What follows belongs to an exercise in optimizing a design on an open flow for small area; a production flow would make more cautious choices. In this exercise RTL edits were held to simulation tests only and were not proved equivalent to the original. The clock port is modelled as an ideal driver, which makes a skipped or thinned clock tree look cheaper than it is; a real chip needs a root buffer or a tree. Power is estimated from default activity; no workload was simulated.

## run 1
==> flow/design.v (excerpt) <==
module cronometro (
    input clock, rst, resetI, contarI, pausarI, pararI,
    output [6:0] display_mss, display_uss, display_dss, display_css
);
For scale: ~210 cells after synthesis, ~34 I/O pins, about 0.0021 mm² of cells after synthesis.
Settings: LEC_CHECK=0, CAP_MARGIN=20, CORE_MARGIN=2, CORE_UTILIZATION=40, SLEW_MARGIN=20; clock period 5.0 ns.
standard.sh (not shown) runs the stock make flow with config.mk's settings and CLKGATE_MAP_FILE= SYNTH_SCRIPT=/design/flow/synth_recipe.tcl, a recipe that flattens the netlist after the stock synthesis.
==> flow/flow/run.sh <==
#!/bin/bash
# The standard layout, with the port buffers made of the smallest buffer
# cell and a clock tree without dummy loads.
set -euo pipefail
export BUFFER_PORTS_ARGS="-buffer_cell sky130_fd_sc_hd__buf_1"
export CTS_ARGS="-sink_clustering_enable -repair_clock_nets -dont_use_dummy_load -sink_clustering_size 30 -buf_list sky130_fd_sc_hd__clkbuf_8"
bash standard.sh > standard.log 2>&1
Run 1 completed; timing, DRC and antenna clean
Input changes introduced in run 2 (baseline for comparison: run 1):
# run 1
export LEC_CHECK = 0
export CAP_MARGIN = 20
export CORE_MARGIN = 2
export CORE_UTILIZATION = 40
export SLEW_MARGIN = 20
create_clock -name core_clock -period 5.0 [get_ports {clock}]
# run 2
export LEC_CHECK = 0
export CAP_MARGIN = 20
export CORE_MARGIN = 2
export CORE_UTILIZATION = 65
export PLACE_DENSITY = 0.85
export SLEW_MARGIN = 20
create_clock -name core_clock -period 5.0 [get_ports {clock}]
==> flow/flow/run.sh <==
#!/bin/bash
set -euo pipefail
here=$(pwd)
export AREA_ABC_SCRIPT=$here/flow/area.abc
export BUFFER_PORTS_ARGS="-buffer_cell sky130_fd_sc_hd__buf_1"
export POST_CTS_TCL=$here/flow/post_cts.tcl
export CTS_ARGS="-sink_clustering_enable -repair_clock_nets -dont_use_dummy_load -buf_list sky130_fd_sc_hd__clkbuf_4"
sed "s#SYNTH_SCRIPT=[^ ]*#SYNTH_SCRIPT=$here/flow/synth.tcl#" standard.sh > own_standard.sh
grep -q "SYNTH_SCRIPT=$here/flow/synth.tcl" own_standard.sh
bash own_standard.sh > standard.log 2>&1
==> flow/flow/area.abc (new file) <==
&get -n
&st
&dch
&nf -R 1000
&st
&syn2
&dch -f
&nf -R 1000 -p
&st
&syn2
&dch -f
&nf -R 1000 -p
&put
==> flow/flow/post_cts.tcl (new file) <==
set roots [get_cells -quiet clkbuf_0_clock]
if {[llength $roots] == 1} {
  set drv [get_pins -of_objects [get_nets clock] -filter "direction == input"]
  if {[llength $drv] <= 1} {
    set loads [get_pins -of_objects [get_nets -of_objects [get_pins clkbuf_0_clock/X]] -filter "direction == input"]
    if {[llength $loads] <= 4} {
      puts "post_cts: removing root clock buffer, the clock port now drives [llength $loads] buffers"
      remove_buffers $roots
    }
  }
}
==> flow/flow/synth.tcl (new file) <==
# The standard flow's synthesis script (synth_recipe.tcl), with the final ABC mapping run
# with an area-oriented script (flow/area.abc) in place of ORFS's speed script.
proc synth {args} { yosys synth -nofsm -noshare {*}$args }
proc abc {args} {
  set i [lsearch -exact $args -script]
  if {$i >= 0} { set args [lreplace $args [expr {$i+1}] [expr {$i+1}] $::env(AREA_ABC_SCRIPT)] }
  yosys abc {*}$args
}
source $::env(SCRIPTS_DIR)/synth.tcl
# left out here: clear keep_hierarchy, flatten, clean up, hide names made inside functions, write 1_2_yosys.v
Findings:
Run 2 does worse than run 1 on placed wire-length estimate after detailed placement.
Run 2 vs. run 1: relative slew slack increased 1.2 points; routability-driven placement congestion ratio increased about 10%; number of distinct library cells after synthesis increased 1.
Having completed the whole flow, run 2 delivered a layout that passed the timing, design-rule and antenna checks.
Run 1 completed every stage of the flow, and the final layout passed the timing, design-rule and antenna checks.
Between run 2 and run 1, starting utilization of the core area is lower for run 1, run 2 comes in above that.
For run 1, the capturing instance or port of the critical path was display_css[4], unlike run 2, where it was prox[0].
Run 2: die outline height about 22% below run 1
What run 3 does differently from run 2 at the input level:
# run 2
export LEC_CHECK = 0
export CAP_MARGIN = 20
export CORE_MARGIN = 2
export CORE_UTILIZATION = 65
export PLACE_DENSITY = 0.85
export SLEW_MARGIN = 20
create_clock -name core_clock -period 5.0 [get_ports {clock}]
# run 3
export LEC_CHECK = 0
export CAP_MARGIN = 20
export CORE_MARGIN = 2
export CORE_UTILIZATION = 40
export SLEW_MARGIN = 20
create_clock -name core_clock -period 5.0 [get_ports {clock}]
==> flow/run.sh (new file) <==
#!/bin/bash
# synth_recipe.tcl (not shown) runs the flow's synth.tcl, then flattens the netlist and writes it again
# the make line also repeats each setting of config.mk as NAME=value (left out here)
make -C /OpenROAD-flow-scripts/flow DESIGN_CONFIG=/design/flow/config.mk WORK_HOME=/design/flow/orfs CLKGATE_MAP_FILE= SYNTH_SCRIPT=/design/flow/synth_recipe.tcl finish
removed: flow/flow/run.sh
removed: flow/flow/area.abc
removed: flow/flow/post_cts.tcl
removed: flow/flow/synth.tcl
removed: flow/standard.sh
--- outcome ---
The final layouts of run 2 and run 3 pass the timing, design-rule and antenna checks. Of run 2 and run 3, the lower worst path setup slack after routing belongs to run 3. Delta(layout overhead on the synthesized area, run 3 - run 2) > 0. Measured against each other, run 2 and run 3 differ in final critical-path share of the clock period, the higher figure coming from run 3. Run 3 ends up with a global routing usage summed across all routing layers that is 9.3 points lower than in run 2. Cell count (higher): run 3. Re total setup violations reported at the end of the flow: no difference whatsoever between run 3 and run 2. Area of combinational cells with multiple inputs was lower in the run labelled run 2. Compared with run 2, run 3 shows detailed-route via count lower by 25. Re total number of cells along the worst setup path: run 2 and run 3 aren't equal, and the higher value belongs to run 2.
> inputs changed (run 3 -> run 4)
# run 3
export LEC_CHECK = 0
export CAP_MARGIN = 20
export CORE_MARGIN = 2
export CORE_UTILIZATION = 40
export SLEW_MARGIN = 20
create_clock -name core_clock -period 5.0 [get_ports {clock}]
# run 4
export LEC_CHECK = 0
export CAP_MARGIN = 20
export CORE_MARGIN = 2
export CORE_UTILIZATION = 65
export PLACE_DENSITY = 0.85
export SLEW_MARGIN = 20
create_clock -name core_clock -period 5.0 [get_ports {clock}]
==> flow/flow/run.sh (new file) <==
#!/bin/bash
# The standard layout (standard.sh) with three changes:
#  - synthesis maps the logic with an area-oriented ABC script (flow/synth.tcl,
#    flow/area.abc); every other synthesis step is the standard flow's own;
#  - the port buffers are the smallest buffer cell (buf_1);
#  - the clock tree is built without dummy loads.
set -euo pipefail
here=$(pwd)
export AREA_ABC_SCRIPT=$here/flow/area.abc
export BUFFER_PORTS_ARGS="-buffer_cell sky130_fd_sc_hd__buf_1"
export CTS_ARGS="-sink_clustering_enable -repair_clock_nets -dont_use_dummy_load -buf_list sky130_fd_sc_hd__clkbuf_4 -root_buf sky130_fd_sc_hd__clkbuf_8"
sed "s#SYNTH_SCRIPT=[^ ]*#SYNTH_SCRIPT=$here/flow/synth.tcl#" standard.sh > own_standard.sh
grep -q "SYNTH_SCRIPT=$here/flow/synth.tcl" own_standard.sh
bash own_standard.sh > standard.log 2>&1
==> flow/flow/area.abc (new file) <==
&get -n
&st
&dch
&nf -R 1000
&st
&syn2
&dch -f
&nf -R 1000 -p
&st
&syn2
&dch -f
&nf -R 1000 -p
&put
==> flow/flow/synth.tcl (new file) <==
# The standard flow's synthesis script (synth_recipe.tcl), with the final ABC mapping run
# with an area-oriented script (flow/area.abc) in place of ORFS's speed script.
proc synth {args} { yosys synth -nofsm -noshare {*}$args }
proc abc {args} {
  set i [lsearch -exact $args -script]
  if {$i >= 0} { set args [lreplace $args [expr {$i+1}] [expr {$i+1}] $::env(AREA_ABC_SCRIPT)] }
  yosys abc {*}$args
}
source $::env(SCRIPTS_DIR)/synth.tcl
# left out here: clear keep_hierarchy, flatten, clean up, hide names made inside functions, write 1_2_yosys.v
==> flow/standard.sh (new file) <==
#!/bin/bash
# synth_recipe.tcl (not shown) runs the flow's synth.tcl, then flattens the netlist and writes it again
# the make line also repeats each setting of config.mk as NAME=value (left out here)
make -C /OpenROAD-flow-scripts/flow DESIGN_CONFIG=/design/flow/config.mk WORK_HOME=/design/flow/orfs CLKGATE_MAP_FILE= SYNTH_SCRIPT=/design/flow/synth_recipe.tcl "${@:-finish}"
removed: flow/run.sh
Findings:
Summary of run 4 over run 3: global-route met2 utilization saw an increase, routed wire length saw an increase, peak clock frequency supported by timing saw an increase.

## 09-02
cronometro, a different RTL version from the one above (not shown whole).
For scale: ~200 cells after synthesis, roughly 1900 um^2 of cells after synthesis.
Settings: LEC_CHECK=0, CAP_MARGIN=20, CORE_MARGIN=2, CORE_UTILIZATION=55, PLACE_DENSITY=0.9, SLEW_MARGIN=20; clock period 5.0 ns.
==> flow/flow/run.sh <==
#!/bin/bash
# The standard layout (standard.sh) with these changes:
#  - synthesis maps the logic with an area-oriented ABC script (flow/synth.tcl,
#    flow/area.abc) and leaves adders to ABC (no half/full-adder cells,
#    ADDER_MAP_FILE empty); every other synthesis step is the standard flow's own;
#  - the port buffers are the smallest buffer cell (buf_1);
set -euo pipefail
here=$(pwd)
export AREA_ABC_SCRIPT=$here/flow/area.abc
export BUFFER_PORTS_ARGS="-buffer_cell sky130_fd_sc_hd__buf_1"
export POST_CTS_TCL=$here/flow/post_cts.tcl
export CTS_ARGS="-sink_clustering_enable -repair_clock_nets -dont_use_dummy_load -buf_list sky130_fd_sc_hd__clkbuf_4"
sed "s#SYNTH_SCRIPT=[^ ]*#SYNTH_SCRIPT=$here/flow/synth.tcl ADDER_MAP_FILE=#" standard.sh > own_standard.sh
grep -q "SYNTH_SCRIPT=$here/flow/synth.tcl" own_standard.sh
bash own_standard.sh > standard.log 2>&1
Other scripts of this flow, unchanged in this note and not shown: flow/flow/area.abc, flow/flow/post_cts.tcl, flow/flow/synth.tcl
09-02 went all the way through synthesis, placement and routing and the layout is clean on timing, DRC and antenna.
Input-level comparison between 08-03 and 09-02:
# 09-02
export LEC_CHECK = 0
export CAP_MARGIN = 20
export CORE_MARGIN = 2
export CORE_UTILIZATION = 55
export PLACE_DENSITY = 0.9
export SLEW_MARGIN = 20
create_clock -name core_clock -period 5.0 [get_ports {clock}]
# 08-03
export LEC_CHECK = 0
export CAP_MARGIN = 20
export CORE_MARGIN = 2
export CORE_UTILIZATION = 45
export PLACE_DENSITY = 0.85
export SLEW_MARGIN = 20
create_clock -name core_clock -period 5.0 [get_ports {clock}]
==> comparison <==
Looking at required arrival time at the worst endpoint, 08-03 sits 0.03 ns lower than 09-02 does.
Compared with 09-02, in 08-03 met2 wire length dropped 8.9%; area of placed instances closely matched the old numbers; number of cells in the finished layout apart from fillers increased 4.
Clock network power share: 08-03 vs 09-02, no meaningful difference
Against 09-02 as the reference, 08-03 delivers a higher met3 routing resource usage after global routing.
In the flow results for 09-02 and 08-03, the post-synthesis to final-layout area growth is smaller on 09-02.
Diff 09-02 -> 08-03: power did not really move; average wire per standard cell went down; global-route usage went down.
[08-03 vs 09-02] routed wire length on met3: lower in 08-03

==> re-timing with driven ports <==
Ports are ideal in the flow. The routed layouts listed here were re-timed in OpenROAD. Step 1: set_driving_cell puts a clkbuf_16 on clock and a buf_2 on each other input, an assumption about the parent block. Step 2, shift: input delay + t, output delay - t, t = (earliest + latest rising clock arrival at the registers) / 2. This alone moves slack from input paths to output paths. Slacks: ideal ports / drivers / drivers and shift; pairs: ideal ports / drivers.
run	shift t [ns]	setup WS [ns]	worst hold slack (ns)
run 1	0.316	2.895 / 2.867 / 3.012	0.368 / 0.368 / 0.368
run 2	0.212	2.738 / 2.758 / 2.546	0.401 / 0.401 / 0.401
run 3	0.322	2.497 / 2.470 / 2.663	0.373 / 0.373 / 0.373
run 4	0.312	2.823 / 2.799 / 2.534	0.396 / 0.396 / 0.396
09-02	0.201	2.820 / 2.848 / 2.647	0.400 / 0.400 / 0.400
08-03	0.197	2.839 / 2.869 / 2.672	0.396 / 0.396 / 0.396
After both steps every run listed still meets setup and hold. The setup slack of run 4, which loses most, moves by -0.024 ns with the drivers and by -0.289 ns with both steps.
